Context: an optimization exercise on an open-source flow, tuned for small area. The choices shown serve that exercise and are no tape-out recipe.
Function was checked by simulation only, so behaviour that the tests miss may differ from the original.
Power figures rest on the tool's default switching activity, not on a simulated workload.

## cpu
module cpu(clk, reset, read_data, mem_addr, mem_cmd, out, N, V, Z, w);
==> module cpu, before the edit <==
module cpu(clk, reset, read_data, mem_addr, mem_cmd, out, N, V, Z, w);
    input clk, reset;
    input [15:0] read_data;
    output [8:0] mem_addr;
    output [1:0] mem_cmd;
    output [15:0] out;
    output N, V, Z, w;
    reg [127:0] rf;          
    reg [15:0] ob;           
    reg [8:0] pc;            
    reg [8:0] nx;            
    reg [2:0] cnt;           
    reg fn, fv, fz;          
    reg ac;                  
    reg pcr;                 
    reg ph2;                 
    reg ld;                  
    reg hlt;
    wire [15:0] ir = read_data;
    wire [2:0] opc = ir[15:13];
    wire [1:0] op = ir[12:11];
    wire [2:0] rn = ir[10:8];
    wire [2:0] rd = ir[7:5];
    wire [2:0] rm = ir[2:0];
    wire [1:0] sh = ir[4:3];
    wire mp = ob[15];
    wire c0 = (cnt == 3'd0);
    wire c6 = (cnt == 3'd6);
    wire c7 = (cnt == 3'd7);
    wire f1 = ~ph2 & ~ld & ~hlt;
    wire i_movi = (opc == 3'b110) & (op == 2'b10);
    wire i_movr = (opc == 3'b110) & (op == 2'b00);
    wire i_alu  = (opc == 3'b101);
    wire i_cmp  = i_alu & (op == 2'b01);
    wire i_and  = i_alu & (op == 2'b10);
    wire i_mvn  = i_alu & (op == 2'b11);
    wire i_ldr  = (opc == 3'b011) & (op == 2'b00);
    wire i_str  = (opc == 3'b100) & (op == 2'b00);
    wire i_b    = (opc == 3'b001) & (op == 2'b00);
    wire i_bl   = (opc == 3'b010) & (op == 2'b11) & (rn == 3'b111);
    wire i_blx  = (opc == 3'b010) & (op == 2'b10) & (rn == 3'b111);
    wire i_bx   = (opc == 3'b010) & (op == 2'b00) & (rn == 3'b000);
    wire i_halt = ~(i_movi | i_movr | i_alu | i_ldr | i_str | i_b | i_bl | i_blx | i_bx);
    wire [2:0] bs = (i_str | i_bx | i_blx) ? rd : rm;
    reg [1:0] ndig, bdig;
    reg bla;
    always @(*) begin
        case (rn)
            3'd0: ndig = rf[1:0];
            3'd1: ndig = rf[17:16];
            3'd2: ndig = rf[33:32];
            3'd3: ndig = rf[49:48];
            3'd4: ndig = rf[65:64];
            3'd5: ndig = rf[81:80];
            3'd6: ndig = rf[97:96];
            default: ndig = rf[113:112];
        endcase
        case (bs)
            3'd0: {bla, bdig} = rf[2:0];
            3'd1: {bla, bdig} = rf[18:16];
            3'd2: {bla, bdig} = rf[34:32];
            3'd3: {bla, bdig} = rf[50:48];
            3'd4: {bla, bdig} = rf[66:64];
            3'd5: {bla, bdig} = rf[82:80];
            3'd6: {bla, bdig} = rf[98:96];
            default: {bla, bdig} = rf[114:112];
        endcase
    end
    reg [1:0] pdig;
    always @(*)
        case (cnt)
            3'd0: pdig = pc[1:0];
            3'd1: pdig = pc[3:2];
            3'd2: pdig = pc[5:4];
            3'd3: pdig = pc[7:6];
            3'd4: pdig = {1'b0, pc[8]};
            default: pdig = 2'b00;
        endcase
    wire pci = c0 | pcr;
    wire pcm = pdig[0] & pci;
    wire [1:0] pinc = {(pdig[1] ^ pcm) & ~cnt[2], pdig[0] ^ pci};
    reg [1:0] im8d;
    always @(*)
        case (cnt)
            3'd0: im8d = ir[1:0];
            3'd1: im8d = ir[3:2];
            3'd2: im8d = ir[5:4];
            3'd3: im8d = ir[7:6];
            default: im8d = {2{ir[7]}};
        endcase
    wire [1:0] im5d = (cnt == 3'd0) ? ir[1:0] : (cnt == 3'd1) ? ir[3:2] : {2{ir[4]}};
    reg [1:0] shd;
    always @(*)
        case (sh)
            2'b00: shd = bdig;
            2'b01: shd = {bdig[0], mp & ~c0};
            2'b10: shd = {bla & ~c7, bdig[1]};
            default: shd = {c7 ? bdig[1] : bla, bdig[1]};
        endcase
    wire [1:0] bop = (i_movi | i_b | i_bl) ? im8d :
                     (i_ldr | i_str) ? im5d :
                     (i_bx | i_blx) ? bdig : shd;
    wire [1:0] aop = (i_b | i_bl) ? pdig :
                     (i_alu & ~i_mvn) | i_ldr | i_str ? ndig : 2'b00;
    wire invb = i_cmp | i_mvn;
    wire cin0 = i_cmp | i_b | i_bl;
    wire ci = c0 ? cin0 : ac;
    wire [1:0] bb = bop ^ {2{invb}};
    wire s0 = aop[0] ^ bb[0] ^ ci;
    wire c1 = (aop[0] & bb[0]) | (ci & (aop[0] ^ bb[0]));
    wire s1 = aop[1] ^ bb[1] ^ c1;
    wire co = (aop[1] & bb[1]) | (c1 & (aop[1] ^ bb[1]));
    wire [1:0] res = i_and ? (aop & bop) : {s1, s0};
    reg taken;
    always @(*)
        case (rn)
            3'd0: taken = 1'b1;
            3'd1: taken = ~fv & ~fn & fz;
            3'd2: taken = ~fz;
            3'd3: taken = (fv ^ fn) & ~fz;
            3'd4: taken = ((fv ^ fn) & ~fz) | (~fv & ~fn & fz);
            default: taken = 1'b0;
        endcase
    wire use_alu = (i_b & taken) | i_bl | i_ldr | i_str | i_bx | (i_blx & (rd != 3'd7));
    wire [1:0] sdig = (f1 & use_alu) ? res : pinc;
    wire wen = (f1 & (i_movi | i_movr | (i_alu & ~i_cmp) | i_bl | i_blx)) | ld & ph2;
    wire [2:0] wdst = (f1 & (i_movi | i_bl | i_blx)) ? rn : rd;    
    wire [1:0] wdat = ph2 ? ob[1:0] : (i_bl | i_blx) ? pinc : res;
    integer i;
    always @(posedge clk)
        for (i = 0; i < 8; i = i + 1)
            rf[16*i +: 16] <= {(wen && wdst == i) ? wdat : rf[16*i +: 2], rf[16*i+2 +: 14]};
    wire enter2 = ~ph2 & (ld | (f1 & i_str));
    wire memw = c0 & ph2 & ~ld;
    wire sel_nx = (c7 & ~(ld & ~ph2)) | (c6 & f1 & i_ldr) | memw;
    assign mem_addr = sel_nx ? nx : pc;
    assign mem_cmd = {~memw, memw};
    assign out = ob;
    assign N = fn;
    assign V = fv;
    assign Z = fz;
    assign w = hlt;
    always @(posedge clk) begin
        ob <= (ld & ~ph2 & c7) ? read_data : {bdig, ob[15:2]};
        ac <= co;
        pcr <= pdig[1] & pcm;
        if (f1 & i_cmp) begin
            fz <= (c0 | fz) & ~(s1 | s0);
            if (c7) begin
                fn <= s1;
                fv <= c1 ^ co;
            end
        end
        if (c7 & ~enter2)
            pc <= nx;
        if (reset) begin
            cnt <= 3'd7;
            ph2 <= 1'b1;
            ld <= 1'b0;
            hlt <= 1'b0;
            nx <= 9'd0;
        end else begin
            cnt <= cnt + 3'd1;
            if (c7)
                ph2 <= enter2;
            if (f1 & c6 & i_ldr)
                ld <= 1'b1;
            else if (ph2 & c7)
                ld <= 1'b0;
            hlt <= hlt | (f1 & i_halt);
            case (cnt)
                3'd0: nx[1:0] <= sdig;
                3'd1: nx[3:2] <= sdig;
                3'd2: nx[5:4] <= sdig;
                3'd3: nx[7:6] <= sdig;
                3'd4: nx[8] <= sdig[0];
                default: ;
            endcase
        end
    end
endmodule
Settings: LEC_CHECK=0, ABC_AREA=1, CAP_MARGIN=20, CORE_MARGIN=2, CORE_UTILIZATION=60, SLEW_MARGIN=20; clock period 10.0 ns.
standard.sh (not shown) runs the stock make flow with config.mk's settings and CLKGATE_MAP_FILE= SYNTH_SCRIPT=/design/flow/synth_recipe.tcl, a recipe that flattens the netlist after the stock synthesis.
==> flow/flow/run.sh <==
#!/bin/bash
# Own layout flow: the standard ORFS flow (standard.sh) with three changes
#  - synthesis maps logic with an area-oriented ABC script (flow/abc.script) and
#    leaves adders to ABC instead of the fa/ha cells; the registers are mapped
#    exactly as in the standard synthesis (that step is untouched);
#  - port buffers are sky130_fd_sc_hd__buf_1 (every port still gets one);
#  - CTS uses clkbuf_8 and inserts no dummy loads.
# Each tool's output goes to a log file in the work folder.
set -euo pipefail
cd "$(dirname "$0")/.."
W=$PWD
rm -rf "$W/scripts_abc"
cp -r "$FLOW_HOME/scripts" "$W/scripts_abc"
cp "$W/flow/abc.script" "$W/scripts_abc/abc_area.script"
export SCRIPTS_DIR="$W/scripts_abc"
export ADDER_MAP_FILE=
export BUFFER_PORTS_ARGS="-buffer_cell sky130_fd_sc_hd__buf_1"
export CTS_ARGS="-sink_clustering_enable -repair_clock_nets -dont_use_dummy_load -buf_list sky130_fd_sc_hd__clkbuf_8"
bash standard.sh synth > "$W/synth.log" 2>&1
bash standard.sh > "$W/layout.log" 2>&1
==> flow/flow/abc.script <==
strash
&get -n
&fraig -x
&put
scorr
dc2
strash
dch -f
amap
topo
strash
dch -f
amap
The baseline ran to the end with no violations.
Change:
--- a/flow/design.v
+++ b/flow/design.v
@@ -12,8 +12,9 @@
     reg [2:0] cnt;           
     reg fn, fv, fz;          
     reg ac;                  
     reg pcr;                 
+    reg mp;                  
     reg ph2;                 
     reg ld;                  
     reg hlt;
     wire [15:0] ir = read_data;
@@ -22,9 +23,8 @@
     wire [2:0] rn = ir[10:8];
     wire [2:0] rd = ir[7:5];
     wire [2:0] rm = ir[2:0];
     wire [1:0] sh = ir[4:3];
-    wire mp = ob[15];
     wire c0 = (cnt == 3'd0);
     wire c6 = (cnt == 3'd6);
     wire c7 = (cnt == 3'd7);
     wire f1 = ~ph2 & ~ld & ~hlt;
@@ -123,9 +123,9 @@
         endcase
     wire use_alu = (i_b & taken) | i_bl | i_ldr | i_str | i_bx | (i_blx & (rd != 3'd7));
     wire [1:0] sdig = (f1 & use_alu) ? res : pinc;
     wire wen = (f1 & (i_movi | i_movr | (i_alu & ~i_cmp) | i_bl | i_blx)) | ld & ph2;
-    wire [2:0] wdst = (f1 & (i_movi | i_bl | i_blx)) ? rn : rd;    
+    wire [2:0] wdst = (f1 & i_movi) ? rn : (f1 & (i_bl | i_blx)) ? 3'd7 : rd;
     wire [1:0] wdat = ph2 ? ob[1:0] : (i_bl | i_blx) ? pinc : res;
     integer i;
     always @(posedge clk)
         for (i = 0; i < 8; i = i + 1)
@@ -141,8 +141,9 @@
     assign Z = fz;
     assign w = hlt;
     always @(posedge clk) begin
         ob <= (ld & ~ph2 & c7) ? read_data : {bdig, ob[15:2]};
+        mp <= bdig[1];
         ac <= co;
         pcr <= pdig[1] & pcm;
         if (f1 & i_cmp) begin
             fz <= (c0 | fz) & ~(s1 | s0);
What happened:
- The changed run produced a clean layout
- clock-buffer cell count stays the same
- synthesized cell count went up by 0.37%
- wire length came out lower by 1.3%
- hold slack is better by 0.017 ns
- clock power rose by about 2%
- power is about the same
- design area rose by 0.67%
- non-clock buffer count is higher by 3
- setup slack gets worse by 0.066 ns
- via count grows by 1.4%
- final cell count goes up by 0.84%
- sequential cell count rose by 1
- critical path depth goes up by 3
- core utilization rises by 0.46 points

[what the ideal ports hide]
The results above use ideal ports. As a check the final layouts listed here were re-extracted and re-timed, cells and wires unchanged.
Step 1 sets driving cells, clkbuf_16 on the clock port and buf_2 on the other inputs (assumed; they add their load-dependent delay and slew).
Step 2 times the ports against the registers' clock, not the clock port: input delays grow and output delays shrink by t, the midpoint of the rising clock arrivals with the driver on.
a / b / c = no drivers / after step 1 / after step 2; a / b = the first two.
| run | t, ns | slack for setup (ns) | worst setup path after step 2 | worst register clock-pin slew, ns | worst slew at a driven data input, ns |
|---|---|---|---|---|---|
| the first run | 0.455 | 1.650 / 1.647 / 1.193 | input to register | 0.10 / 0.10 | 0.05 |
| the second run | 0.461 | 1.585 / 1.596 / 1.135 | input to register | 0.11 / 0.11 | 0.04 |
After both steps setup and hold are still met in every run listed. The setup slack of the first run, which loses most, moves by -0.003 ns with the drivers and by -0.457 ns with both steps.
